Source: an optimization exercise on an open RTL-to-GDS flow (aim: small area). Production flows keep margins and buffers that such runs may drop. Function was checked by simulation only, so behaviour that the tests miss may differ from the original. In this run the design's own scripts or RTL, not TritonCTS, make the clock network. No driver is modelled on the clock port, so clock power and skew are understated where the tree is cut down; a real chip needs a root buffer or a tree.

### flow/config.mk
export PLATFORM = sky130hd
export DESIGN_NAME = fir_filter
export DESIGN_NICKNAME = fir_filter
export VERILOG_FILES = /design/flow/design.v
export SDC_FILE = /design/flow/constraint.sdc
export NUM_CORES = 4
export LEC_CHECK = 0
export CAP_MARGIN = 20
export CORE_MARGIN = 2
export CORE_UTILIZATION = 72
export GPL_TIMING_DRIVEN = 0
export SLEW_MARGIN = 20
export SYNTH_HIERARCHICAL = 1
### flow/constraint.sdc
create_clock -name core_clock -period 13.0 [get_ports {clk}]
set_input_delay 2.6000 -clock core_clock [delete_from_list [all_inputs] [get_ports {clk}]]
set_output_delay 2.6000 -clock core_clock [all_outputs]
set_load 0.01 [all_outputs]
### flow/design.v
module fir_filter(clk,reset,data_in,data_out);
input clk,reset;
input signed [15:0] data_in;  
output reg signed [15:0] data_out;  
reg [15:0] x0, x1, x2, x3, x4, x5, x6, x7;
wire [15:0] y;
always @(posedge clk or posedge reset)
  if (reset) begin
    x0 <= 0; x1 <= 0; x2 <= 0; x3 <= 0;
    x4 <= 0; x5 <= 0; x6 <= 0; x7 <= 0;
    data_out <= 0;
  end else begin
    x0 <= data_in; x1 <= x0; x2 <= x1; x3 <= x2;
    x4 <= x3; x5 <= x4; x6 <= x5; x7 <= x6;
    data_out <= y;
  end
  wire n1 = x1[0] ^ x6[0];
  wire n2 = x1[0] & x6[0];
  wire n3, n4;
  fir_fa u_n3 (.a(x1[1]), .b(x6[1]), .c(n2), .s(n3), .co(n4));
  wire n5, n6;
  fir_fa u_n5 (.a(x1[2]), .b(x6[2]), .c(n4), .s(n5), .co(n6));
  wire n7, n8;
  fir_fa u_n7 (.a(x1[3]), .b(x6[3]), .c(n6), .s(n7), .co(n8));
  wire n9, n10;
  fir_fa u_n9 (.a(x1[4]), .b(x6[4]), .c(n8), .s(n9), .co(n10));
  wire n11, n12;
  fir_fa u_n11 (.a(x1[5]), .b(x6[5]), .c(n10), .s(n11), .co(n12));
  wire n13, n14;
  fir_fa u_n13 (.a(x1[6]), .b(x6[6]), .c(n12), .s(n13), .co(n14));
  wire n15, n16;
  fir_fa u_n15 (.a(x1[7]), .b(x6[7]), .c(n14), .s(n15), .co(n16));
  wire n17, n18;
  fir_fa u_n17 (.a(x1[8]), .b(x6[8]), .c(n16), .s(n17), .co(n18));
  wire n19, n20;
  fir_fa u_n19 (.a(x1[9]), .b(x6[9]), .c(n18), .s(n19), .co(n20));
  wire n21, n22;
  fir_fa u_n21 (.a(x1[10]), .b(x6[10]), .c(n20), .s(n21), .co(n22));
  wire n23, n24;
  fir_fa u_n23 (.a(x1[11]), .b(x6[11]), .c(n22), .s(n23), .co(n24));
  wire n25, n26;
  fir_fa u_n25 (.a(x1[12]), .b(x6[12]), .c(n24), .s(n25), .co(n26));
  wire n27, n28;
  fir_fa u_n27 (.a(x1[13]), .b(x6[13]), .c(n26), .s(n27), .co(n28));
  wire n29, n30;
  fir_fa u_n29 (.a(x1[14]), .b(x6[14]), .c(n28), .s(n29), .co(n30));
  wire n31, n32;
  fir_fa u_n31 (.a(~x1[15]), .b(~x6[15]), .c(n30), .s(n31), .co(n32));
  wire n33 = 1'b1 ^ x2[0] ^ x5[0];
  wire n34 = (1'b1 & x2[0]) | (1'b1 & x5[0]) | (x2[0] & x5[0]);
  wire n35, n36;
  fir_fa u_n35 (.a(x2[1]), .b(x5[1]), .c(n34), .s(n35), .co(n36));
  wire n37, n38;
  fir_fa u_n37 (.a(x2[2]), .b(x5[2]), .c(n36), .s(n37), .co(n38));
  wire n39, n40;
  fir_fa u_n39 (.a(x2[3]), .b(x5[3]), .c(n38), .s(n39), .co(n40));
  wire n41, n42;
  fir_fa u_n41 (.a(x2[4]), .b(x5[4]), .c(n40), .s(n41), .co(n42));
  wire n43, n44;
  fir_fa u_n43 (.a(x2[5]), .b(x5[5]), .c(n42), .s(n43), .co(n44));
  wire n45, n46;
  fir_fa u_n45 (.a(x2[6]), .b(x5[6]), .c(n44), .s(n45), .co(n46));
  wire n47, n48;
  fir_fa u_n47 (.a(x2[7]), .b(x5[7]), .c(n46), .s(n47), .co(n48));
  wire n49, n50;
  fir_fa u_n49 (.a(x2[8]), .b(x5[8]), .c(n48), .s(n49), .co(n50));
  wire n51, n52;
  fir_fa u_n51 (.a(x2[9]), .b(x5[9]), .c(n50), .s(n51), .co(n52));
  wire n53, n54;
  fir_fa u_n53 (.a(x2[10]), .b(x5[10]), .c(n52), .s(n53), .co(n54));
  wire n55, n56;
  fir_fa u_n55 (.a(x2[11]), .b(x5[11]), .c(n54), .s(n55), .co(n56));
  wire n57, n58;
  fir_fa u_n57 (.a(x2[12]), .b(x5[12]), .c(n56), .s(n57), .co(n58));
  wire n59, n60;
  fir_fa u_n59 (.a(x2[13]), .b(x5[13]), .c(n58), .s(n59), .co(n60));
  wire n61, n62;
  fir_fa u_n61 (.a(x2[14]), .b(x5[14]), .c(n60), .s(n61), .co(n62));
  wire n63, n64;
  fir_fa u_n63 (.a(~x2[15]), .b(~x5[15]), .c(n62), .s(n63), .co(n64));
  wire n65 = x3[0] ^ x4[0];
  wire n66 = x3[0] & x4[0];
  wire n67, n68;
  fir_fa u_n67 (.a(x3[1]), .b(x4[1]), .c(n66), .s(n67), .co(n68));
  wire n69, n70;
  fir_fa u_n69 (.a(x3[2]), .b(x4[2]), .c(n68), .s(n69), .co(n70));
  wire n71, n72;
  fir_fa u_n71 (.a(x3[3]), .b(x4[3]), .c(n70), .s(n71), .co(n72));
  wire n73, n74;
  fir_fa u_n73 (.a(x3[4]), .b(x4[4]), .c(n72), .s(n73), .co(n74));
  wire n75, n76;
  fir_fa u_n75 (.a(x3[5]), .b(x4[5]), .c(n74), .s(n75), .co(n76));
  wire n77, n78;
  fir_fa u_n77 (.a(x3[6]), .b(x4[6]), .c(n76), .s(n77), .co(n78));
  wire n79, n80;
  fir_fa u_n79 (.a(x3[7]), .b(x4[7]), .c(n78), .s(n79), .co(n80));
  wire n81, n82;
  fir_fa u_n81 (.a(x3[8]), .b(x4[8]), .c(n80), .s(n81), .co(n82));
  wire n83, n84;
  fir_fa u_n83 (.a(x3[9]), .b(x4[9]), .c(n82), .s(n83), .co(n84));
  wire n85, n86;
  fir_fa u_n85 (.a(x3[10]), .b(x4[10]), .c(n84), .s(n85), .co(n86));
  wire n87, n88;
  fir_fa u_n87 (.a(x3[11]), .b(x4[11]), .c(n86), .s(n87), .co(n88));
  wire n89, n90;
  fir_fa u_n89 (.a(x3[12]), .b(x4[12]), .c(n88), .s(n89), .co(n90));
  wire n91, n92;
  fir_fa u_n91 (.a(x3[13]), .b(x4[13]), .c(n90), .s(n91), .co(n92));
  wire n93, n94;
  fir_fa u_n93 (.a(x3[14]), .b(x4[14]), .c(n92), .s(n93), .co(n94));
  wire n95, n96;
  fir_fa u_n95 (.a(~x3[15]), .b(~x4[15]), .c(n94), .s(n95), .co(n96));
  wire n97 = ~x0[0] ^ n33;
  wire n98 = ~x0[0] & n33;
  wire n99, n100;
  fir_fa u_n99 (.a(~x0[1]), .b(n98), .c(n35), .s(n99), .co(n100));
  wire n101, n102;
  fir_fa u_n101 (.a(~x0[2]), .b(n37), .c(n100), .s(n101), .co(n102));
  wire n103, n104;
  fir_fa u_n103 (.a(~x0[3]), .b(n39), .c(n102), .s(n103), .co(n104));
  wire n105, n106;
  fir_fa u_n105 (.a(~x0[4]), .b(n41), .c(n104), .s(n105), .co(n106));
  wire n107, n108;
  fir_fa u_n107 (.a(~x0[5]), .b(n43), .c(n106), .s(n107), .co(n108));
  wire n109, n110;
  fir_fa u_n109 (.a(~x0[6]), .b(n45), .c(n108), .s(n109), .co(n110));
  wire n111, n112;
  fir_fa u_n111 (.a(~x0[7]), .b(n47), .c(n110), .s(n111), .co(n112));
  wire n113, n114;
  fir_fa u_n113 (.a(~x0[8]), .b(n49), .c(n112), .s(n113), .co(n114));
  wire n115, n116;
  fir_fa u_n115 (.a(~x0[9]), .b(n51), .c(n114), .s(n115), .co(n116));
  wire n117, n118;
  fir_fa u_n117 (.a(~x0[10]), .b(n53), .c(n116), .s(n117), .co(n118));
  wire n119, n120;
  fir_fa u_n119 (.a(~x0[11]), .b(n55), .c(n118), .s(n119), .co(n120));
  wire n121, n122;
  fir_fa u_n121 (.a(~x0[12]), .b(n57), .c(n120), .s(n121), .co(n122));
  wire n123, n124;
  fir_fa u_n123 (.a(~x0[13]), .b(n59), .c(n122), .s(n123), .co(n124));
  wire n125, n126;
  fir_fa u_n125 (.a(~x0[14]), .b(n61), .c(n124), .s(n125), .co(n126));
  wire n127, n128;
  fir_fa u_n127 (.a(x0[15]), .b(n63), .c(n126), .s(n127), .co(n128));
  wire n129 = n64 ^ n128;
  wire n130 = n64 & n128;
  wire n131 = x0[3] ^ n1;
  wire n132 = x0[3] & n1;
  wire n133, n134;
  fir_fa u_n133 (.a(x0[4]), .b(n132), .c(n3), .s(n133), .co(n134));
  wire n135, n136;
  fir_fa u_n135 (.a(x0[5]), .b(n5), .c(n134), .s(n135), .co(n136));
  wire n137, n138;
  fir_fa u_n137 (.a(x0[6]), .b(n7), .c(n136), .s(n137), .co(n138));
  wire n139, n140;
  fir_fa u_n139 (.a(x0[7]), .b(n9), .c(n138), .s(n139), .co(n140));
  wire n141, n142;
  fir_fa u_n141 (.a(x0[8]), .b(n11), .c(n140), .s(n141), .co(n142));
  wire n143, n144;
  fir_fa u_n143 (.a(x0[9]), .b(n13), .c(n142), .s(n143), .co(n144));
  wire n145, n146;
  fir_fa u_n145 (.a(x0[10]), .b(n15), .c(n144), .s(n145), .co(n146));
  wire n147, n148;
  fir_fa u_n147 (.a(x0[11]), .b(n17), .c(n146), .s(n147), .co(n148));
  wire n149, n150;
  fir_fa u_n149 (.a(x0[12]), .b(n19), .c(n148), .s(n149), .co(n150));
  wire n151, n152;
  fir_fa u_n151 (.a(x0[13]), .b(n21), .c(n150), .s(n151), .co(n152));
  wire n153, n154;
  fir_fa u_n153 (.a(x0[14]), .b(n23), .c(n152), .s(n153), .co(n154));
  wire n155, n156;
  fir_fa u_n155 (.a(~x0[15]), .b(n25), .c(n154), .s(n155), .co(n156));
  wire n157 = n27 ^ n156;
  wire n158 = n27 & n156;
  wire n159 = n158 ^ n29;
  wire n160 = n158 & n29;
  wire n161 = n160 ^ n31;
  wire n162 = n160 & n31;
  wire n163 = n32 ^ n162;
  wire n164 = n32 & n162;
  wire n165 = 1'b1 ^ x7[0] ^ n3;
  wire n166 = (1'b1 & x7[0]) | (1'b1 & n3) | (x7[0] & n3);
  wire n167, n168;
  fir_fa u_n167 (.a(x7[1]), .b(n5), .c(n166), .s(n167), .co(n168));
  wire n169, n170;
  fir_fa u_n169 (.a(x7[2]), .b(n7), .c(n168), .s(n169), .co(n170));
  wire n171, n172;
  fir_fa u_n171 (.a(x7[3]), .b(n9), .c(n170), .s(n171), .co(n172));
  wire n173, n174;
  fir_fa u_n173 (.a(x7[4]), .b(n11), .c(n172), .s(n173), .co(n174));
  wire n175, n176;
  fir_fa u_n175 (.a(x7[5]), .b(n13), .c(n174), .s(n175), .co(n176));
  wire n177, n178;
  fir_fa u_n177 (.a(x7[6]), .b(n15), .c(n176), .s(n177), .co(n178));
  wire n179, n180;
  fir_fa u_n179 (.a(x7[7]), .b(n17), .c(n178), .s(n179), .co(n180));
  wire n181, n182;
  fir_fa u_n181 (.a(x7[8]), .b(n19), .c(n180), .s(n181), .co(n182));
  wire n183, n184;
  fir_fa u_n183 (.a(x7[9]), .b(n21), .c(n182), .s(n183), .co(n184));
  wire n185, n186;
  fir_fa u_n185 (.a(x7[10]), .b(n23), .c(n184), .s(n185), .co(n186));
  wire n187, n188;
  fir_fa u_n187 (.a(x7[11]), .b(n25), .c(n186), .s(n187), .co(n188));
  wire n189, n190;
  fir_fa u_n189 (.a(x7[12]), .b(n27), .c(n188), .s(n189), .co(n190));
  wire n191, n192;
  fir_fa u_n191 (.a(x7[13]), .b(n29), .c(n190), .s(n191), .co(n192));
  wire n193, n194;
  fir_fa u_n193 (.a(x7[14]), .b(n192), .c(n31), .s(n193), .co(n194));
  wire n195, n196;
  fir_fa u_n195 (.a(~x7[15]), .b(n32), .c(n194), .s(n195), .co(n196));
  wire n197 = 1'b1 ^ x7[0] ^ n97;
  wire n198 = (1'b1 & x7[0]) | (1'b1 & n97) | (x7[0] & n97);
  wire n199, n200;
  fir_fa u_n199 (.a(x7[1]), .b(n198), .c(n99), .s(n199), .co(n200));
  wire n201, n202;
  fir_fa u_n201 (.a(x7[2]), .b(n200), .c(n101), .s(n201), .co(n202));
  wire n203, n204;
  fir_fa u_n203 (.a(x7[3]), .b(n202), .c(n103), .s(n203), .co(n204));
  wire n205, n206;
  fir_fa u_n205 (.a(x7[4]), .b(n204), .c(n105), .s(n205), .co(n206));
  wire n207, n208;
  fir_fa u_n207 (.a(x7[5]), .b(n206), .c(n107), .s(n207), .co(n208));
  wire n209, n210;
  fir_fa u_n209 (.a(x7[6]), .b(n208), .c(n109), .s(n209), .co(n210));
  wire n211, n212;
  fir_fa u_n211 (.a(x7[7]), .b(n210), .c(n111), .s(n211), .co(n212));
  wire n213, n214;
  fir_fa u_n213 (.a(x7[8]), .b(n212), .c(n113), .s(n213), .co(n214));
  wire n215, n216;
  fir_fa u_n215 (.a(x7[9]), .b(n214), .c(n115), .s(n215), .co(n216));
  wire n217, n218;
  fir_fa u_n217 (.a(x7[10]), .b(n216), .c(n117), .s(n217), .co(n218));
  wire n219, n220;
  fir_fa u_n219 (.a(x7[11]), .b(n218), .c(n119), .s(n219), .co(n220));
  wire n221, n222;
  fir_fa u_n221 (.a(x7[12]), .b(n220), .c(n121), .s(n221), .co(n222));
  wire n223, n224;
  fir_fa u_n223 (.a(x7[13]), .b(n222), .c(n123), .s(n223), .co(n224));
  wire n225, n226;
  fir_fa u_n225 (.a(x7[14]), .b(n224), .c(n125), .s(n225), .co(n226));
  wire n227, n228;
  fir_fa u_n227 (.a(~x7[15]), .b(n226), .c(n127), .s(n227), .co(n228));
  wire n229 = n65 ^ n99;
  wire n230 = n65 & n99;
  wire n231, n232;
  fir_fa u_n231 (.a(n67), .b(n230), .c(n101), .s(n231), .co(n232));
  wire n233, n234;
  fir_fa u_n233 (.a(n69), .b(n232), .c(n103), .s(n233), .co(n234));
  wire n235, n236;
  fir_fa u_n235 (.a(n71), .b(n234), .c(n105), .s(n235), .co(n236));
  wire n237, n238;
  fir_fa u_n237 (.a(n73), .b(n236), .c(n107), .s(n237), .co(n238));
  wire n239, n240;
  fir_fa u_n239 (.a(n75), .b(n238), .c(n109), .s(n239), .co(n240));
  wire n241, n242;
  fir_fa u_n241 (.a(n77), .b(n240), .c(n111), .s(n241), .co(n242));
  wire n243, n244;
  fir_fa u_n243 (.a(n79), .b(n242), .c(n113), .s(n243), .co(n244));
  wire n245, n246;
  fir_fa u_n245 (.a(n81), .b(n244), .c(n115), .s(n245), .co(n246));
  wire n247, n248;
  fir_fa u_n247 (.a(n83), .b(n246), .c(n117), .s(n247), .co(n248));
  wire n249, n250;
  fir_fa u_n249 (.a(n85), .b(n248), .c(n119), .s(n249), .co(n250));
  wire n251, n252;
  fir_fa u_n251 (.a(n87), .b(n250), .c(n121), .s(n251), .co(n252));
  wire n253, n254;
  fir_fa u_n253 (.a(n89), .b(n252), .c(n123), .s(n253), .co(n254));
  wire n255, n256;
  fir_fa u_n255 (.a(n91), .b(n254), .c(n125), .s(n255), .co(n256));
  wire n257, n258;
  fir_fa u_n257 (.a(n93), .b(n256), .c(n127), .s(n257), .co(n258));
  wire n259, n260;
  fir_fa u_n259 (.a(n95), .b(n129), .c(n258), .s(n259), .co(n260));
  wire n261, n262;
  fir_fa u_n261 (.a(n96), .b(n130), .c(n260), .s(n261), .co(n262));
  wire n263 = 1'b1 ^ x0[0] ^ n201;
  wire n264 = (1'b1 & x0[0]) | (1'b1 & n201) | (x0[0] & n201);
  wire n265, n266;
  fir_fa u_n265 (.a(x0[1]), .b(n264), .c(n203), .s(n265), .co(n266));
  wire n267, n268;
  fir_fa u_n267 (.a(x0[2]), .b(n266), .c(n205), .s(n267), .co(n268));
  wire n269, n270;
  fir_fa u_n269 (.a(n131), .b(n268), .c(n207), .s(n269), .co(n270));
  wire n271, n272;
  fir_fa u_n271 (.a(n133), .b(n270), .c(n209), .s(n271), .co(n272));
  wire n273, n274;
  fir_fa u_n273 (.a(n135), .b(n272), .c(n211), .s(n273), .co(n274));
  wire n275, n276;
  fir_fa u_n275 (.a(n137), .b(n274), .c(n213), .s(n275), .co(n276));
  wire n277, n278;
  fir_fa u_n277 (.a(n139), .b(n276), .c(n215), .s(n277), .co(n278));
  wire n279, n280;
  fir_fa u_n279 (.a(n141), .b(n278), .c(n217), .s(n279), .co(n280));
  wire n281, n282;
  fir_fa u_n281 (.a(n143), .b(n280), .c(n219), .s(n281), .co(n282));
  wire n283 = n145 ^ n221;
  wire n284 = n145 & n221;
  wire n285, n286;
  fir_fa u_n285 (.a(n147), .b(n284), .c(n223), .s(n285), .co(n286));
  wire n287, n288;
  fir_fa u_n287 (.a(n149), .b(n286), .c(n225), .s(n287), .co(n288));
  wire n289, n290;
  fir_fa u_n289 (.a(n151), .b(n288), .c(n227), .s(n289), .co(n290));
  wire n291, n292;
  fir_fa u_n291 (.a(n153), .b(n129), .c(n228), .s(n291), .co(n292));
  wire n293 = n290 ^ n291;
  wire n294 = n290 & n291;
  wire n295, n296;
  fir_fa u_n295 (.a(n155), .b(n130), .c(n292), .s(n295), .co(n296));
  wire n297 = n294 ^ n295;
  wire n298 = n294 & n295;
  wire n299 = ~(n1 | n199);
  wire n300, n301;
  fir_fa u_n300 (.a(n97), .b(n165), .c(~n299), .s(n300), .co(n301));
  wire n302 = ~(n300 | n263);
  wire n303 = 1'b0 ^ x0[0] ^ n167;
  wire n304 = (1'b0 & x0[0]) | (1'b0 & n167) | (x0[0] & n167);
  wire n305, n306;
  fir_fa u_n305 (.a(n229), .b(n303), .c(n301), .s(n305), .co(n306));
  wire n307 = (~n302 & n305) | (~n302 & n265) | (n305 & n265);
  wire n308, n309;
  fir_fa u_n308 (.a(x0[1]), .b(~n65), .c(n1), .s(n308), .co(n309));
  wire n310, n311;
  fir_fa u_n310 (.a(n308), .b(n304), .c(n169), .s(n310), .co(n311));
  wire n312, n313;
  fir_fa u_n312 (.a(n231), .b(n310), .c(n306), .s(n312), .co(n313));
  wire n314 = (n312 & n267) | (n312 & n307) | (n267 & n307);
  wire n315, n316;
  fir_fa u_n315 (.a(x0[2]), .b(~n67), .c(n309), .s(n315), .co(n316));
  wire n317, n318;
  fir_fa u_n317 (.a(n165), .b(n197), .c(n315), .s(n317), .co(n318));
  wire n319, n320;
  fir_fa u_n319 (.a(n317), .b(n171), .c(n311), .s(n319), .co(n320));
  wire n321, n322;
  fir_fa u_n321 (.a(n233), .b(n319), .c(n313), .s(n321), .co(n322));
  wire n323 = (n321 & n314) | (n321 & n269) | (n314 & n269);
  wire n324, n325;
  fir_fa u_n324 (.a(n131), .b(~n69), .c(n316), .s(n324), .co(n325));
  wire n326, n327;
  fir_fa u_n326 (.a(n167), .b(n318), .c(n324), .s(n326), .co(n327));
  wire n328, n329;
  fir_fa u_n328 (.a(n199), .b(n326), .c(n173), .s(n328), .co(n329));
  wire n330, n331;
  fir_fa u_n330 (.a(n320), .b(n328), .c(n235), .s(n330), .co(n331));
  wire n332, n333;
  fir_fa u_n332 (.a(n322), .b(n330), .c(n323), .s(n332), .co(n333));
  wire n334 = ~(n271 | n332);
  wire n335, n336;
  fir_fa u_n335 (.a(n133), .b(~n71), .c(n325), .s(n335), .co(n336));
  wire n337, n338;
  fir_fa u_n337 (.a(n169), .b(n327), .c(n335), .s(n337), .co(n338));
  wire n339, n340;
  fir_fa u_n339 (.a(n337), .b(n263), .c(n175), .s(n339), .co(n340));
  wire n341, n342;
  fir_fa u_n341 (.a(n329), .b(n339), .c(n331), .s(n341), .co(n342));
  wire n343, n344;
  fir_fa u_n343 (.a(n237), .b(n341), .c(n333), .s(n343), .co(n344));
  wire n345 = (n273 & ~n334) | (n273 & n343) | (~n334 & n343);
  wire n346, n347;
  fir_fa u_n346 (.a(n1), .b(n135), .c(~n73), .s(n346), .co(n347));
  wire n348, n349;
  fir_fa u_n348 (.a(n336), .b(n346), .c(n171), .s(n348), .co(n349));
  wire n350, n351;
  fir_fa u_n350 (.a(n338), .b(n348), .c(n265), .s(n350), .co(n351));
  wire n352, n353;
  fir_fa u_n352 (.a(n340), .b(n177), .c(n350), .s(n352), .co(n353));
  wire n354, n355;
  fir_fa u_n354 (.a(n342), .b(n239), .c(n352), .s(n354), .co(n355));
  wire n356, n357;
  fir_fa u_n356 (.a(n354), .b(n344), .c(n275), .s(n356), .co(n357));
  wire n358 = ~(n345 | n356);
  wire n359, n360;
  fir_fa u_n359 (.a(n165), .b(n137), .c(n347), .s(n359), .co(n360));
  wire n361, n362;
  fir_fa u_n361 (.a(n359), .b(n349), .c(n173), .s(n361), .co(n362));
  wire n363, n364;
  fir_fa u_n363 (.a(n361), .b(n351), .c(n267), .s(n363), .co(n364));
  wire n365, n366;
  fir_fa u_n365 (.a(n179), .b(n353), .c(n363), .s(n365), .co(n366));
  wire n367, n368;
  fir_fa u_n367 (.a(n241), .b(n355), .c(n365), .s(n367), .co(n368));
  wire n369, n370;
  fir_fa u_n369 (.a(n367), .b(n357), .c(n277), .s(n369), .co(n370));
  wire n371 = (n75 & n358) | (n75 & ~n369) | (n358 & ~n369);
  wire n372 = 1'b1 ^ n97 ^ ~n167;
  wire n373 = (1'b1 & n97) | (1'b1 & ~n167) | (n97 & ~n167);
  wire n374, n375;
  fir_fa u_n374 (.a(n372), .b(~n139), .c(n77), .s(n374), .co(n375));
  wire n376, n377;
  fir_fa u_n376 (.a(n360), .b(n175), .c(n362), .s(n376), .co(n377));
  wire n378, n379;
  fir_fa u_n378 (.a(n376), .b(n364), .c(n269), .s(n378), .co(n379));
  wire n380, n381;
  fir_fa u_n380 (.a(n181), .b(n366), .c(n378), .s(n380), .co(n381));
  wire n382, n383;
  fir_fa u_n382 (.a(n243), .b(n368), .c(n380), .s(n382), .co(n383));
  wire n384, n385;
  fir_fa u_n384 (.a(n382), .b(n370), .c(n279), .s(n384), .co(n385));
  wire n386 = (n374 & n371) | (n374 & ~n384) | (n371 & ~n384);
  wire n387, n388;
  fir_fa u_n387 (.a(n229), .b(~n169), .c(n373), .s(n387), .co(n388));
  wire n389, n390;
  fir_fa u_n389 (.a(n387), .b(n79), .c(n375), .s(n389), .co(n390));
  wire n391, n392;
  fir_fa u_n391 (.a(n141), .b(n177), .c(n377), .s(n391), .co(n392));
  wire n393, n394;
  fir_fa u_n393 (.a(n391), .b(n379), .c(n271), .s(n393), .co(n394));
  wire n395, n396;
  fir_fa u_n395 (.a(n183), .b(n381), .c(n393), .s(n395), .co(n396));
  wire n397, n398;
  fir_fa u_n397 (.a(n245), .b(n383), .c(n395), .s(n397), .co(n398));
  wire n399, n400;
  fir_fa u_n399 (.a(n397), .b(n385), .c(n281), .s(n399), .co(n400));
  wire n401 = (n389 & n386) | (n389 & ~n399) | (n386 & ~n399);
  wire n402 = 1'b0 ^ n1 ^ n97;
  wire n403 = (1'b0 & n1) | (1'b0 & n97) | (n1 & n97);
  wire n404, n405;
  fir_fa u_n404 (.a(n402), .b(n171), .c(~n231), .s(n404), .co(n405));
  wire n406, n407;
  fir_fa u_n406 (.a(~n388), .b(n404), .c(n143), .s(n406), .co(n407));
  wire n408, n409;
  fir_fa u_n408 (.a(~n81), .b(~n390), .c(n406), .s(n408), .co(n409));
  wire n410, n411;
  fir_fa u_n410 (.a(n179), .b(n392), .c(n408), .s(n410), .co(n411));
  wire n412, n413;
  fir_fa u_n412 (.a(n410), .b(n394), .c(n273), .s(n412), .co(n413));
  wire n414, n415;
  fir_fa u_n414 (.a(n185), .b(n396), .c(n412), .s(n414), .co(n415));
  wire n416, n417;
  fir_fa u_n416 (.a(n247), .b(n398), .c(n414), .s(n416), .co(n417));
  wire n418, n419;
  fir_fa u_n418 (.a(n416), .b(n282), .c(n283), .s(n418), .co(n419));
  wire n420 = (n400 & n418) | (n400 & ~n401) | (n418 & ~n401);
  wire n421 = 1'b0 ^ n403 ^ n165;
  wire n422 = (1'b0 & n403) | (1'b0 & n165) | (n403 & n165);
  wire n423, n424;
  fir_fa u_n423 (.a(n421), .b(n229), .c(n173), .s(n423), .co(n424));
  wire n425, n426;
  fir_fa u_n425 (.a(~n233), .b(n405), .c(n423), .s(n425), .co(n426));
  wire n427, n428;
  fir_fa u_n427 (.a(n145), .b(n407), .c(~n83), .s(n427), .co(n428));
  wire n429, n430;
  fir_fa u_n429 (.a(n425), .b(n427), .c(n181), .s(n429), .co(n430));
  wire n431, n432;
  fir_fa u_n431 (.a(n409), .b(n411), .c(n429), .s(n431), .co(n432));
  wire n433, n434;
  fir_fa u_n433 (.a(n431), .b(n413), .c(n187), .s(n433), .co(n434));
  wire n435, n436;
  fir_fa u_n435 (.a(n275), .b(n415), .c(n433), .s(n435), .co(n436));
  wire n437, n438;
  fir_fa u_n437 (.a(n249), .b(n417), .c(n435), .s(n437), .co(n438));
  wire n439, n440;
  fir_fa u_n439 (.a(n437), .b(n419), .c(n285), .s(n439), .co(n440));
  wire n441 = ~(n439 | n420);
  wire n442, n443;
  fir_fa u_n442 (.a(~n97), .b(n167), .c(n422), .s(n442), .co(n443));
  wire n444, n445;
  fir_fa u_n444 (.a(n442), .b(n231), .c(n175), .s(n444), .co(n445));
  wire n446, n447;
  fir_fa u_n446 (.a(n424), .b(n444), .c(n426), .s(n446), .co(n447));
  wire n448, n449;
  fir_fa u_n448 (.a(n235), .b(~n147), .c(n85), .s(n448), .co(n449));
  wire n450, n451;
  fir_fa u_n450 (.a(n428), .b(n446), .c(n183), .s(n450), .co(n451));
  wire n452, n453;
  fir_fa u_n452 (.a(n430), .b(n450), .c(n432), .s(n452), .co(n453));
  wire n454, n455;
  fir_fa u_n454 (.a(n452), .b(n189), .c(n434), .s(n454), .co(n455));
  wire n456, n457;
  fir_fa u_n456 (.a(n277), .b(n436), .c(n454), .s(n456), .co(n457));
  wire n458, n459;
  fir_fa u_n458 (.a(n438), .b(n456), .c(n251), .s(n458), .co(n459));
  wire n460, n461;
  fir_fa u_n460 (.a(n458), .b(n440), .c(n287), .s(n460), .co(n461));
  wire n462 = (n448 & n441) | (n448 & ~n460) | (n441 & ~n460);
  wire n463, n464;
  fir_fa u_n463 (.a(~n229), .b(n169), .c(n443), .s(n463), .co(n464));
  wire n465, n466;
  fir_fa u_n465 (.a(n463), .b(n233), .c(n445), .s(n465), .co(n466));
  wire n467, n468;
  fir_fa u_n467 (.a(n177), .b(n465), .c(n447), .s(n467), .co(n468));
  wire n469, n470;
  fir_fa u_n469 (.a(n237), .b(n87), .c(n449), .s(n469), .co(n470));
  wire n471, n472;
  fir_fa u_n471 (.a(n149), .b(n467), .c(n185), .s(n471), .co(n472));
  wire n473, n474;
  fir_fa u_n473 (.a(n451), .b(n471), .c(n453), .s(n473), .co(n474));
  wire n475, n476;
  fir_fa u_n475 (.a(n473), .b(n191), .c(n455), .s(n475), .co(n476));
  wire n477, n478;
  fir_fa u_n477 (.a(n279), .b(n457), .c(n475), .s(n477), .co(n478));
  wire n479, n480;
  fir_fa u_n479 (.a(n477), .b(n459), .c(n253), .s(n479), .co(n480));
  wire n481, n482;
  fir_fa u_n481 (.a(~n469), .b(n479), .c(n461), .s(n481), .co(n482));
  wire n483, n484;
  fir_fa u_n483 (.a(n289), .b(~n462), .c(n481), .s(n483), .co(n484));
  wire n485, n486;
  fir_fa u_n485 (.a(n171), .b(~n231), .c(n464), .s(n485), .co(n486));
  wire n487, n488;
  fir_fa u_n487 (.a(n485), .b(n235), .c(n466), .s(n487), .co(n488));
  wire n489, n490;
  fir_fa u_n489 (.a(n179), .b(n487), .c(n468), .s(n489), .co(n490));
  wire n491, n492;
  fir_fa u_n491 (.a(n239), .b(n89), .c(n470), .s(n491), .co(n492));
  wire n493, n494;
  fir_fa u_n493 (.a(n151), .b(n489), .c(n187), .s(n493), .co(n494));
  wire n495, n496;
  fir_fa u_n495 (.a(n472), .b(n493), .c(n474), .s(n495), .co(n496));
  wire n497, n498;
  fir_fa u_n497 (.a(~n491), .b(n495), .c(n476), .s(n497), .co(n498));
  wire n499, n500;
  fir_fa u_n499 (.a(n193), .b(n281), .c(n478), .s(n499), .co(n500));
  wire n501, n502;
  fir_fa u_n501 (.a(n497), .b(n499), .c(n480), .s(n501), .co(n502));
  wire n503, n504;
  fir_fa u_n503 (.a(n255), .b(n501), .c(n293), .s(n503), .co(n504));
  wire n505, n506;
  fir_fa u_n505 (.a(n482), .b(n503), .c(n484), .s(n505), .co(n506));
  wire n507, n508;
  fir_fa u_n507 (.a(n173), .b(~n233), .c(n486), .s(n507), .co(n508));
  wire n509, n510;
  fir_fa u_n509 (.a(n507), .b(n237), .c(n488), .s(n509), .co(n510));
  wire n511, n512;
  fir_fa u_n511 (.a(n181), .b(n509), .c(n490), .s(n511), .co(n512));
  wire n513, n514;
  fir_fa u_n513 (.a(n241), .b(n91), .c(n492), .s(n513), .co(n514));
  wire n515, n516;
  fir_fa u_n515 (.a(n153), .b(n511), .c(n189), .s(n515), .co(n516));
  wire n517, n518;
  fir_fa u_n517 (.a(n494), .b(n515), .c(n496), .s(n517), .co(n518));
  wire n519, n520;
  fir_fa u_n519 (.a(~n513), .b(n282), .c(n517), .s(n519), .co(n520));
  wire n521, n522;
  fir_fa u_n521 (.a(n283), .b(n498), .c(n195), .s(n521), .co(n522));
  wire n523, n524;
  fir_fa u_n523 (.a(n519), .b(n500), .c(n521), .s(n523), .co(n524));
  wire n525, n526;
  fir_fa u_n525 (.a(n502), .b(n257), .c(n523), .s(n525), .co(n526));
  wire n527, n528;
  fir_fa u_n527 (.a(n525), .b(n297), .c(n504), .s(n527), .co(n528));
  wire n529, n530;
  fir_fa u_n529 (.a(n175), .b(~n235), .c(n508), .s(n529), .co(n530));
  wire n531, n532;
  fir_fa u_n531 (.a(n529), .b(n239), .c(n510), .s(n531), .co(n532));
  wire n533, n534;
  fir_fa u_n533 (.a(n183), .b(n531), .c(n512), .s(n533), .co(n534));
  wire n535, n536;
  fir_fa u_n535 (.a(n243), .b(n93), .c(n514), .s(n535), .co(n536));
  wire n537, n538;
  fir_fa u_n537 (.a(n155), .b(n157), .c(n533), .s(n537), .co(n538));
  wire n539, n540;
  fir_fa u_n539 (.a(n191), .b(n516), .c(n537), .s(n539), .co(n540));
  wire n541, n542;
  fir_fa u_n541 (.a(~n535), .b(n539), .c(n518), .s(n541), .co(n542));
  wire n543, n544;
  fir_fa u_n543 (.a(n196), .b(n520), .c(n541), .s(n543), .co(n544));
  wire n545, n546;
  fir_fa u_n545 (.a(n522), .b(n285), .c(n543), .s(n545), .co(n546));
  wire n547, n548;
  fir_fa u_n547 (.a(n524), .b(n545), .c(n526), .s(n547), .co(n548));
  wire n549, n550;
  fir_fa u_n549 (.a(n259), .b(n296), .c(n547), .s(n549), .co(n550));
  wire n551, n552;
  fir_fa u_n551 (.a(n298), .b(n549), .c(n528), .s(n551), .co(n552));
  wire n553 = 1'b0 ^ n177 ^ n530;
  wire n554 = (1'b0 & n177) | (1'b0 & n530) | (n177 & n530);
  wire n555, n556;
  fir_fa u_n555 (.a(~n237), .b(n553), .c(n241), .s(n555), .co(n556));
  wire n557, n558;
  fir_fa u_n557 (.a(n532), .b(n185), .c(n555), .s(n557), .co(n558));
  wire n559, n560;
  fir_fa u_n559 (.a(n157), .b(n534), .c(n557), .s(n559), .co(n560));
  wire n561, n562;
  fir_fa u_n561 (.a(n159), .b(~n95), .c(n538), .s(n561), .co(n562));
  wire n563, n564;
  fir_fa u_n563 (.a(~n245), .b(~n536), .c(n559), .s(n563), .co(n564));
  wire n565, n566;
  fir_fa u_n565 (.a(n540), .b(n561), .c(n193), .s(n565), .co(n566));
  wire n567, n568;
  fir_fa u_n567 (.a(n563), .b(n542), .c(n565), .s(n567), .co(n568));
  wire n569, n570;
  fir_fa u_n569 (.a(n544), .b(n567), .c(n287), .s(n569), .co(n570));
  wire n571, n572;
  fir_fa u_n571 (.a(n546), .b(n569), .c(n548), .s(n571), .co(n572));
  wire n573, n574;
  fir_fa u_n573 (.a(n261), .b(n550), .c(n571), .s(n573), .co(n574));
  wire n575 = 1'b0 ^ n179 ^ n554;
  wire n576 = (1'b0 & n179) | (1'b0 & n554) | (n179 & n554);
  wire n577, n578;
  fir_fa u_n577 (.a(n575), .b(n243), .c(n556), .s(n577), .co(n578));
  wire n579, n580;
  fir_fa u_n579 (.a(n187), .b(n558), .c(n577), .s(n579), .co(n580));
  wire n581, n582;
  fir_fa u_n581 (.a(~n239), .b(n159), .c(~n96), .s(n581), .co(n582));
  wire n583, n584;
  fir_fa u_n583 (.a(~n247), .b(n560), .c(n579), .s(n583), .co(n584));
  wire n585, n586;
  fir_fa u_n585 (.a(n161), .b(n581), .c(n562), .s(n585), .co(n586));
  wire n587, n588;
  fir_fa u_n587 (.a(n564), .b(n583), .c(n585), .s(n587), .co(n588));
  wire n589, n590;
  fir_fa u_n589 (.a(n566), .b(n195), .c(n587), .s(n589), .co(n590));
  wire n591, n592;
  fir_fa u_n591 (.a(n568), .b(n589), .c(n570), .s(n591), .co(n592));
  wire n593, n594;
  fir_fa u_n593 (.a(n289), .b(n262), .c(n591), .s(n593), .co(n594));
  wire n595, n596;
  fir_fa u_n595 (.a(n572), .b(n593), .c(n574), .s(n595), .co(n596));
  wire n597, n598;
  fir_fa u_n597 (.a(n181), .b(n576), .c(~n241), .s(n597), .co(n598));
  wire n599, n600;
  fir_fa u_n599 (.a(n597), .b(n578), .c(n245), .s(n599), .co(n600));
  wire n601, n602;
  fir_fa u_n601 (.a(n189), .b(n580), .c(n599), .s(n601), .co(n602));
  wire n603, n604;
  fir_fa u_n603 (.a(n161), .b(n582), .c(~n249), .s(n603), .co(n604));
  wire n605, n606;
  fir_fa u_n605 (.a(n584), .b(n601), .c(n163), .s(n605), .co(n606));
  wire n607, n608;
  fir_fa u_n607 (.a(n586), .b(n603), .c(n605), .s(n607), .co(n608));
  wire n609, n610;
  fir_fa u_n609 (.a(n196), .b(n588), .c(n607), .s(n609), .co(n610));
  wire n611, n612;
  fir_fa u_n611 (.a(n590), .b(n609), .c(n293), .s(n611), .co(n612));
  wire n613, n614;
  fir_fa u_n613 (.a(n592), .b(n611), .c(n594), .s(n613), .co(n614));
  wire n615, n616;
  fir_fa u_n615 (.a(n183), .b(~n243), .c(n598), .s(n615), .co(n616));
  wire n617, n618;
  fir_fa u_n617 (.a(n615), .b(n600), .c(n247), .s(n617), .co(n618));
  wire n619, n620;
  fir_fa u_n619 (.a(n191), .b(n602), .c(n617), .s(n619), .co(n620));
  wire n621, n622;
  fir_fa u_n621 (.a(n164), .b(n163), .c(n604), .s(n621), .co(n622));
  wire n623, n624;
  fir_fa u_n623 (.a(~n251), .b(n619), .c(n606), .s(n623), .co(n624));
  wire n625, n626;
  fir_fa u_n625 (.a(n621), .b(n608), .c(n623), .s(n625), .co(n626));
  wire n627, n628;
  fir_fa u_n627 (.a(n625), .b(n610), .c(n297), .s(n627), .co(n628));
  wire n629, n630;
  fir_fa u_n629 (.a(n612), .b(n627), .c(n614), .s(n629), .co(n630));
  wire n631, n632;
  fir_fa u_n631 (.a(n185), .b(~n245), .c(n616), .s(n631), .co(n632));
  wire n633, n634;
  fir_fa u_n633 (.a(n157), .b(n631), .c(n618), .s(n633), .co(n634));
  wire n635, n636;
  fir_fa u_n635 (.a(n249), .b(n164), .c(n193), .s(n635), .co(n636));
  wire n637, n638;
  fir_fa u_n637 (.a(n620), .b(n633), .c(n635), .s(n637), .co(n638));
  wire n639, n640;
  fir_fa u_n639 (.a(n622), .b(~n253), .c(n624), .s(n639), .co(n640));
  wire n641, n642;
  fir_fa u_n641 (.a(n637), .b(n626), .c(n639), .s(n641), .co(n642));
  wire n643, n644;
  fir_fa u_n643 (.a(n641), .b(n296), .c(n298), .s(n643), .co(n644));
  wire n645, n646;
  fir_fa u_n645 (.a(n628), .b(n643), .c(n630), .s(n645), .co(n646));
  wire n647, n648;
  fir_fa u_n647 (.a(n187), .b(n159), .c(n632), .s(n647), .co(n648));
  wire n649, n650;
  fir_fa u_n649 (.a(~n247), .b(n647), .c(n634), .s(n649), .co(n650));
  wire n651, n652;
  fir_fa u_n651 (.a(n251), .b(n636), .c(n195), .s(n651), .co(n652));
  wire n653, n654;
  fir_fa u_n653 (.a(n649), .b(n638), .c(n651), .s(n653), .co(n654));
  wire n655, n656;
  fir_fa u_n655 (.a(~n255), .b(n640), .c(n653), .s(n655), .co(n656));
  wire n657, n658;
  fir_fa u_n657 (.a(n642), .b(n655), .c(n644), .s(n657), .co(n658));
  wire n659 = 1'b0 ^ n189 ^ n648;
  wire n660 = (1'b0 & n189) | (1'b0 & n648) | (n189 & n648);
  wire n661, n662;
  fir_fa u_n661 (.a(n161), .b(~n249), .c(n659), .s(n661), .co(n662));
  wire n663, n664;
  fir_fa u_n663 (.a(n196), .b(n650), .c(n253), .s(n663), .co(n664));
  wire n665, n666;
  fir_fa u_n665 (.a(n661), .b(n652), .c(n663), .s(n665), .co(n666));
  wire n667, n668;
  fir_fa u_n667 (.a(n654), .b(~n257), .c(n665), .s(n667), .co(n668));
  wire n669, n670;
  fir_fa u_n669 (.a(n656), .b(n667), .c(n658), .s(n669), .co(n670));
  wire n671, n672;
  fir_fa u_n671 (.a(n191), .b(n163), .c(n660), .s(n671), .co(n672));
  wire n673, n674;
  fir_fa u_n673 (.a(~n251), .b(n671), .c(n662), .s(n673), .co(n674));
  wire n675, n676;
  fir_fa u_n675 (.a(n255), .b(n664), .c(n673), .s(n675), .co(n676));
  wire n677, n678;
  fir_fa u_n677 (.a(n666), .b(n675), .c(~n259), .s(n677), .co(n678));
  wire n679, n680;
  fir_fa u_n679 (.a(n668), .b(n677), .c(n670), .s(n679), .co(n680));
  wire n681 = 1'b0 ^ n164 ^ n193;
  wire n682 = (1'b0 & n164) | (1'b0 & n193) | (n164 & n193);
  wire n683, n684;
  fir_fa u_n683 (.a(n672), .b(n681), .c(~n253), .s(n683), .co(n684));
  wire n685, n686;
  fir_fa u_n685 (.a(n674), .b(n683), .c(n257), .s(n685), .co(n686));
  wire n687, n688;
  fir_fa u_n687 (.a(n676), .b(n685), .c(n678), .s(n687), .co(n688));
  wire n689, n690;
  fir_fa u_n689 (.a(~n261), .b(n687), .c(n680), .s(n689), .co(n690));
  wire n691 = 1'b1 ^ ~n682 ^ ~n195;
  wire n692 = (1'b1 & ~n682) | (1'b1 & ~n195) | (~n682 & ~n195);
  wire n693, n694;
  fir_fa u_n693 (.a(n691), .b(n255), .c(~n684), .s(n693), .co(n694));
  wire n695, n696;
  fir_fa u_n695 (.a(~n693), .b(n686), .c(n259), .s(n695), .co(n696));
  wire n697, n698;
  fir_fa u_n697 (.a(~n262), .b(n695), .c(n688), .s(n697), .co(n698));
  wire n699, n700;
  fir_fa u_n699 (.a(~n196), .b(n692), .c(n257), .s(n699), .co(n700));
  wire n701, n702;
  fir_fa u_n701 (.a(n694), .b(n699), .c(~n261), .s(n701), .co(n702));
  wire n703, n704;
  fir_fa u_n703 (.a(n696), .b(~n701), .c(n698), .s(n703), .co(n704));
  wire n705 = n700 ^ n259 ^ ~n262;
  wire n706 = n702 ^ n705 ^ ~n704;
  wire n707 = n506 ^ n527;
  wire n708 = ~(n506 | n527);
  wire n709 = ~n551 ^ n708;
  wire n710 = ~n551 & n708;
  wire n711, n712;
  fir_fa u_n711 (.a(n552), .b(n573), .c(~n710), .s(n711), .co(n712));
  wire n713 = n595 ^ n712;
  wire n714 = ~(n595 | n712);
  wire n715, n716;
  fir_fa u_n715 (.a(n596), .b(n613), .c(~n714), .s(n715), .co(n716));
  wire n717 = n629 ^ n716;
  wire n718 = ~(n629 | n716);
  wire n719 = ~n645 ^ n718;
  wire n720 = ~n645 & n718;
  wire n721 = n646 ^ n657;
  wire n722 = ~(n646 | n657);
  wire n723 = ~n669 ^ n722;
  wire n724 = ~n669 & n722;
  wire n725 = ~n679 ^ n724;
  wire n726 = ~n679 & n724;
  wire n727 = ~n689 ^ n726;
  wire n728 = ~n689 & n726;
  wire n729, n730;
  fir_fa u_n729 (.a(n690), .b(n697), .c(~n728), .s(n729), .co(n730));
  wire n731 = n703 ^ n730;
  wire n732 = ~(n703 | n730);
  wire n733 = n706 ^ n732;
  wire n734 = n646 ^ n657 ^ 1'b0;
  wire n735 = (n646 & n657) | (n646 & 1'b0) | (n657 & 1'b0);
  wire n736 = n669 ^ n735;
  wire n737 = ~(n669 | n735);
  wire n738 = ~n679 ^ n737;
  wire n739 = ~n679 & n737;
  wire n740 = ~n689 ^ n739;
  wire n741 = ~n689 & n739;
  wire n742, n743;
  fir_fa u_n742 (.a(n690), .b(n697), .c(~n741), .s(n742), .co(n743));
  wire n744 = n703 ^ n743;
  wire n745 = ~(n703 | n743);
  wire n746 = n706 ^ n745;
  wire n747 = n720 ? ~n734 : n721;
  wire n748 = n720 ? n736 : n723;
  wire n749 = n720 ? n738 : n725;
  wire n750 = n720 ? n740 : n727;
  wire n751 = n720 ? n742 : n729;
  wire n752 = n720 ? n744 : n731;
  wire n753 = n720 ? n746 : n733;
  assign y = {n753, n752, ~n751, n750, n749, n748, n747, n719, n717, ~n715, n713, ~n711, n709, n707, ~n505, ~n483};
endmodule
module fir_fa(a, b, c, s, co);
input a, b, c;
output s, co;
assign s = a ^ b ^ c;
assign co = (a & b) | (a & c) | (b & c);
endmodule
### flow/flow/run.sh
#!/bin/bash
# The standard layout (bash standard.sh) with these changes:
#  - port buffers (one per input and output port, as standard) use buf_1 cells;
#  - after clock tree synthesis, its tree is replaced (POST_CTS_TCL hook) by a
#    two-level tree (flow/mantree.tcl, flow/rebuild.tcl): clk -> one clkbuf_8
#    -> 8 clkbuf_8 leaves, each driving the x* sample flip-flops of one
#    placement cluster; the 16 data_out flip-flops get their own leaf, fed
#    through two clkdlybuf4s50_1 cells.  That skew only helps the
#    register-to-register paths x* -> data_out (the filter arithmetic); the
#    input paths (data_in -> x0) see the normal clock and the output paths
#    (data_out -> ports) only lose slack.
# standard.sh's output goes to standard_flow.log; ORFS's per-step logs stay in orfs/logs.
set -euo pipefail
FLOWDIR="$PWD/flow"
cat > "$PWD/post_cts.tcl" <<EOF
source $FLOWDIR/mantree.tcl
source $FLOWDIR/rebuild.tcl
clktree_rebuild 8 sky130_fd_sc_hd__clkbuf_8 sky130_fd_sc_hd__clkbuf_8 {data_out*} sky130_fd_sc_hd__clkdlybuf4s50_1 2
detailed_placement
check_placement -verbose
estimate_parasitics -placement
report_worst_slack -max
report_worst_slack -min
EOF
export POST_CTS_TCL="$PWD/post_cts.tcl"
# the timing repair that follows global routing runs with the final clock tree
export SKIP_CTS_REPAIR_TIMING=1
export BUFFER_PORTS_ARGS="-buffer_cell sky130_fd_sc_hd__buf_1"
export CTS_ARGS="-sink_clustering_enable -repair_clock_nets -buf_list sky130_fd_sc_hd__clkbuf_8 -dont_use_dummy_load"
bash standard.sh > standard_flow.log 2>&1
### flow/flow/mantree.tcl
# Build a two-level clock tree by hand: the clock port drives one root
# buffer, which drives NLEAF leaf buffers, each feeding the flip-flops of one
# k-means cluster (by placed location) directly.
proc mantree_build { nleaf leaf_cell root_cell {late_pat ""} {dly_cell ""} {ndly 0} } {
  set db [ord::get_db]
  set block [ord::get_db_block]
  set clknet [$block findNet clk]
  set sinks {}
  set late {}
  foreach it [$clknet getITerms] {
    if {$late_pat ne "" && [string match $late_pat [[$it getInst] getName]]} {
      lappend late $it
    } else {
      lappend sinks $it
    }
  }
  set pts {}
  foreach it $sinks {
    set b [[$it getInst] getBBox]
    lappend pts [list [expr {([$b xMin] + [$b xMax]) / 2}] [expr {([$b yMin] + [$b yMax]) / 2}]]
  }
  set n [llength $pts]
  # k-means, deterministic init: sinks sorted by x then split evenly
  set order [lsort -integer -indices [lmap p $pts {lindex $p 0}]]
  set cent {}
  for {set k 0} {$k < $nleaf} {incr k} {
    set i [lindex $order [expr {int(($k + 0.5) * $n / $nleaf)}]]
    lappend cent [lindex $pts $i]
  }
  set cap [expr {int(ceil(double($n) / $nleaf)) + 2}]
  for {set iter 0} {$iter < 30} {incr iter} {
    # capacity-limited assignment: closest sink-centroid pairs first
    set pairs {}
    for {set i 0} {$i < $n} {incr i} {
      set p [lindex $pts $i]
      for {set k 0} {$k < $nleaf} {incr k} {
        set c [lindex $cent $k]
        set d [expr {abs([lindex $p 0] - [lindex $c 0]) + abs([lindex $p 1] - [lindex $c 1])}]
        lappend pairs [list $d $i $k]
      }
    }
    set pairs [lsort -real -index 0 $pairs]
    set asg [lrepeat $n -1]
    set cnt [lrepeat $nleaf 0]
    foreach pr $pairs {
      lassign $pr d i k
      if {[lindex $asg $i] >= 0} continue
      if {[lindex $cnt $k] >= $cap} continue
      lset asg $i $k
      lset cnt $k [expr {[lindex $cnt $k] + 1}]
    }
    set newc {}
    for {set k 0} {$k < $nleaf} {incr k} {
      set sx 0; set sy 0; set m 0
      for {set i 0} {$i < $n} {incr i} {
        if {[lindex $asg $i] == $k} {
          set sx [expr {$sx + [lindex $pts $i 0]}]
          set sy [expr {$sy + [lindex $pts $i 1]}]
          incr m
        }
      }
      if {$m > 0} {
        lappend newc [list [expr {$sx / $m}] [expr {$sy / $m}]]
      } else {
        lappend newc [lindex $cent $k]
      }
    }
    set cent $newc
  }
  # root buffer at the centroid of the leaves
  set rx 0; set ry 0
  foreach c $cent { set rx [expr {$rx + [lindex $c 0]}]; set ry [expr {$ry + [lindex $c 1]}] }
  set rx [expr {$rx / $nleaf}]; set ry [expr {$ry / $nleaf}]
  set rmaster [$db findMaster $root_cell]
  set lmaster [$db findMaster $leaf_cell]
  set root [odb::dbInst_create $block $rmaster "clkroot_buf"]
  $root setLocation [expr {int($rx)}] [expr {int($ry)}]
  $root setPlacementStatus PLACED
  set rnet [odb::dbNet_create $block "clk_root"]
  $rnet setSigType CLOCK
  foreach it $sinks { $it disconnect }
  foreach it $late { $it disconnect }
  [$root findITerm A] connect $clknet
  [$root findITerm X] connect $rnet
  for {set k 0} {$k < $nleaf} {incr k} {
    set leaf [odb::dbInst_create $block $lmaster "clkleaf_buf_$k"]
    $leaf setLocation [expr {int([lindex $cent $k 0])}] [expr {int([lindex $cent $k 1])}]
    $leaf setPlacementStatus PLACED
    set lnet [odb::dbNet_create $block "clk_leaf_$k"]
    $lnet setSigType CLOCK
    [$leaf findITerm A] connect $rnet
    [$leaf findITerm X] connect $lnet
    for {set i 0} {$i < $n} {incr i} {
      if {[lindex $asg $i] == $k} {
        [lindex $sinks $i] connect $lnet
      }
    }
  }
  if {[llength $late] > 0} {
    # the late cluster: root net -> ndly delay cells -> one leaf buffer
    set lx 0; set ly 0
    foreach it $late {
      set b [[$it getInst] getBBox]
      set lx [expr {$lx + ([$b xMin] + [$b xMax]) / 2}]
      set ly [expr {$ly + ([$b yMin] + [$b yMax]) / 2}]
    }
    set lx [expr {int($lx / [llength $late])}]; set ly [expr {int($ly / [llength $late])}]
    set prev $rnet
    set dmaster [$db findMaster $dly_cell]
    for {set d 0} {$d < $ndly} {incr d} {
      set di [odb::dbInst_create $block $dmaster "clkdly_buf_$d"]
      $di setLocation $lx $ly
      $di setPlacementStatus PLACED
      set dn [odb::dbNet_create $block "clk_dly_$d"]
      $dn setSigType CLOCK
      [$di findITerm A] connect $prev
      [$di findITerm X] connect $dn
      set prev $dn
    }
    set leaf [odb::dbInst_create $block $lmaster "clkleaf_buf_late"]
    $leaf setLocation $lx $ly
    $leaf setPlacementStatus PLACED
    set lnet [odb::dbNet_create $block "clk_leaf_late"]
    $lnet setSigType CLOCK
    [$leaf findITerm A] connect $prev
    [$leaf findITerm X] connect $lnet
    foreach it $late { $it connect $lnet }
  }
  puts "mantree: $n sinks, $nleaf leaves, cluster sizes $cnt, late [llength $late] via $ndly $dly_cell"
}
### flow/flow/rebuild.tcl
# Replace the clock tree that clock_tree_synthesis built with a two-level
# tree (mantree.tcl): every flip-flop clock pin goes back on the clock net,
# the CTS buffers and their nets are removed, then the new tree is built.
proc clktree_rebuild { nleaf leaf_cell root_cell {late_pat ""} {dly_cell ""} {ndly 0} } {
  set block [ord::get_db_block]
  set clknet [$block findNet clk]
  set bufs {}
  foreach inst [$block getInsts] {
    if {[string match "clkbuf_*" [$inst getName]] && [string match "sky130_fd_sc_hd__clkbuf_*" [[$inst getMaster] getName]]} {
      lappend bufs $inst
    }
  }
  set nets {}
  foreach b $bufs {
    set onet [[$b findITerm X] getNet]
    if {$onet ne "NULL"} { lappend nets $onet }
  }
  foreach onet $nets {
    foreach it [$onet getITerms] {
      set inst [$it getInst]
      if {[lsearch -exact $bufs $inst] >= 0} continue
      $it disconnect
      $it connect $clknet
    }
  }
  foreach b $bufs { odb::dbInst_destroy $b }
  foreach onet $nets { odb::dbNet_destroy $onet }
  puts "clktree_rebuild: removed [llength $bufs] CTS buffers"
  mantree_build $nleaf $leaf_cell $root_cell $late_pat $dly_cell $ndly
}
### flow/standard.sh
#!/bin/bash
# synth_recipe.tcl (not shown) runs the flow's synth.tcl, then flattens the netlist and writes it again
# the make line also repeats each setting of config.mk as NAME=value (left out here)
make -C /OpenROAD-flow-scripts/flow DESIGN_CONFIG=/design/flow/config.mk WORK_HOME=/design/flow/orfs CLKGATE_MAP_FILE= SYNTH_SCRIPT=/design/flow/synth_recipe.tcl "${@:-finish}"
==> impl_metrics.py <==
metrics = {
    "yosys": {
        "synth-xor-area-share_pct": 0.705,
        "synth_top_family_by_area": "adder cells",
        "yosysWarnings": 7,
        "synthSimpleGateAreaFrac_pct": 0.571,
        "netlist_area_mm2": 0.0112,
        "yosysSeqAreaShare_pct": 32.2,
        "synth.largest_area_cell": "fa_1",
        "netlist_instances": 644,
        "syn_avg_cell_area_um2": 17.4,
        "synthDominantCellAreaShare_pct": 57.8,
        "ys_ff_latch": 144,
        "synth.area.mux_share_pct": 0.403,
        "yosysUniqueCellTypes": 24,
        "syn-num-nets": 1020,
        "synth-compound-area-share_pct": 0.660,
        "synth.area.top_cells": "fa_1 58%, dfrtp_1 32%, ha_1 3.9%",
        "synth-adder-area-share_pct": 61.8,
    },
    "cells_and_area": {
        "drive_gt1_share_pct": 2.46,
        "diodes": 0,
        "syn2layout_area_growth_pct": 4.94,
        "fin_nets": 1068,
        "fillers": 858,
        "instances_no_fill": 878,
    },
    "flow_run": {
        "cap_violations": 0,
    },
    "routing": {
        "drtIter0Drc": 281,
        "wl_per_cell_um": 23.3,
        "vias": 5041,
        "drc": 0,
        "ant_nets": 0,
        "drt_wl_total_um": 20500,
        "via_per_inst": 5.74,
        "dr.pass1.iters": 4,
    },
    "timing": {
        "period_needed_ps": 12450,
        "drv_slew": 0,
        "worst_pin_slew_ps": 452,
        "post-route-period-util_pct": 95.8,
        "setup_viol_count_final": 0,
        "relSlewSlack_pct": 69.9,
        "timing.fmax_ghz": 0.0803,
        "timing_hold_violations_final": 0,
        "tns_ps": 0,
        "rsz0062_at_grt": "false",
        "finalClockSkew_ps": 994,
    },
    "worst_setup_path": {
        "critical_path_required_ps": 14310,
        "cpMostUsedCell": "fa_1",
        "cp_slowest_cell": "fa_1",
        "worst_setup_path_start_kind": "flop",
        "worst-endpoint-arrival_ps": 13760,
        "slowest_delay_ps": 750,
        "path_max_fanout": 5,
        "crit_type": "reg2reg",
        "critPathCaptureType": "flop",
    },
    "clocking": {
        "clk_pin_slew_worst_paths_ps": 90,
        "clock_latency_ps": 1380,
        "cts_sinks": 144,
    },
    "placement": {
        "dp.cells": 866,
        "gp_congestion": 0.945,
        "portBuffers": 33,
        "dp_hpwl_um": 18200,
    },
    "global_routing": {
        "antenna_found_initial": 0,
        "grt_pass1_vias": 6279,
        "track_usage_pct": 28.3,
        "overflow": 0,
        "grt_max_degree": 77,
        "grt_pass1_wl_um": 33900,
    },
    "floorplan": {
        "die_y_um": 129,
        "fp-row-count": 45,
        "ioPinCount": 34,
        "start_util_pct": 73.5,
        "fp.dieW_um": 129,
        "dieArea_mm2": 0.0165,
        "core_mm2": 0.0152,
    },
    "run_status": {
        "outcome": "no timing/DRC/antenna violations",
    },
    "min_path": {
        "hold_class": "reg2reg",
    },
}
-- per-stage QoR --
step	setup slack (ps)	util (%)	hold WS (ps)	area (µm²)
6_report	546	77.2	342	11700
5_1_grt	92.9	77.2	371	11700
3_5_place_dp	-476	76.1	363	11600
3_3_place_gp	-307	75.9	356	11500
2_1_floorplan	413	-	354	11200
-- path summary, 6_finish.rpt --
check	start	cells past startpoint	slack (ps)	to
worst min register to register	x7[15]$_DFF_PP0_	5	340	data_out[0]$_DFF_PP0_
worst max register to register	x1[0]$_DFF_PP0_	40	550	data_out[15]$_DFF_PP0_
min in group asynchronous	reset	3	1700	data_out[0]$_DFF_PP0_
worst min-delay path	x7[15]$_DFF_PP0_	5	340	data_out[0]$_DFF_PP0_
worst max-delay path	x1[0]$_DFF_PP0_	40	550	data_out[15]$_DFF_PP0_
max in group asynchronous	reset	3	10040	x0[0]$_DFF_PP0_
-- critical path, delay by kind of cell, from the launching register on --
kind / cells / cell delay [ps]
adder cells (fa/ha/maj): 30 / 11860
AND/OR/NAND/NOR: 1 / 100
flip-flops: 1 / 390
buffers and inverters: 6 / 430
XOR/XNOR: 2 / 340
multiplexers: 1 / 250
-- modules after synthesis (local to each module, per instance) --
module      area, µm²  cells
fir_fa           20.0      1
fir_filter       4710    321
-- logic make-up (layout without fill, tap and decap cells) --
logic type / count (synthesis) / count (layout)
AO/OA/AOI/OAI: 10 / 10
XOR/XNOR: 9 / 9
adder cells (fa/ha/maj): 359 / 359
buffers and inverters: 105 / 151
flip-flops: 144 / 144
multiplexers: 4 / 4
AND/OR/NAND/NOR: 13 / 13
-- cells in the final DEF (no fill, tap or decap), types with 2 or more instances in the layout --
master,count
fa_1,323
dfrtp_1,144
inv_1,103
ha_1,35
buf_1,33
clkbuf_8,10
xnor2_1,7
nand2_1,4
o22ai_1,3
nor2_1,3
nor2b_1,2
a31oi_1,2
nand2b_1,2
mux2i_1,2
xor2_1,2
clkdlybuf4s50_1,2
-- per-layer routing --
layer,vias up,part of all wire [%],GRT usage [%]
met5,-,0,0
met4,0,1.9,5.31
met3,32,5.3,3.58
met2,145,48,44.2
met1,2865,45,45.7
li1,1999,-,-
-- cells in the mapped netlist --
library cell	count
or3_1	1
maj3_1	1
a31oi_1	2
dfrtp_1	144
o221a_2	1
a21oi_1	1
mux2_2	1
buf_6	1
fa_1	323
mux2i_1	2
xnor2_1	7
mux2i_2	1
xor2_1	2
a221o_1	1
inv_1	104
nand2_1	4
a211oi_1	1
nand2b_1	2
ha_1	35
or2_2	1
o31a_1	1
nor2_1	3
nor2b_1	2
o22ai_1	3
-- sequential cells by signal, indices dropped and copies added (netlist names) --
name / cells
data_out: 16
x0: 16
x1: 16
x2: 16
x3: 16
x4: 16
x5: 16
x6: 16
x7: 16
-- layout make-up --
cell class | count | area [µm²] | area share, %
Multi-Input combinational cell | 395 | 7180 | 61.2
Sequential cell | 144 | 3600 | 30.7
Inverter | 104 | 398 | 3.39
Tap cell | 188 | 235 | 2.00
Buffer | 13 | 169 | 1.44
Timing Repair Buffer | 34 | 151 | 1.29

[re-timing with driven ports]
The flow's constraints put no driver on any port. The routed layout listed below was extracted and timed again, unchanged, in two steps.
Step 1 sets driving cells, clkbuf_16 on the clock port and buf_2 on the other inputs (assumed; they add their load-dependent delay and slew).
Step 2, shift: input delay + t, output delay - t, t = (earliest + latest rising clock arrival at the registers) / 2. This alone moves slack from input paths to output paths.
Slacks: no drivers / after step 1 / after step 2; pairs: no drivers / after step 1.
shift t [ns]: 0.916
slack for setup (ns): 0.546 / 0.546 / 0.546
hold WS [ns]: 0.342 / 0.342 / 0.342
latest minus earliest clock arrival (ns): 0.994 / 0.994
worst slew at a driven data input, ns: 0.03
In this run the clock reaches the registers at very different times; t lies between them, and the last value is a rough guide only. For this run, drivers alone change the setup slack by 0.000 ns; drivers and shift together by 0.000 ns.
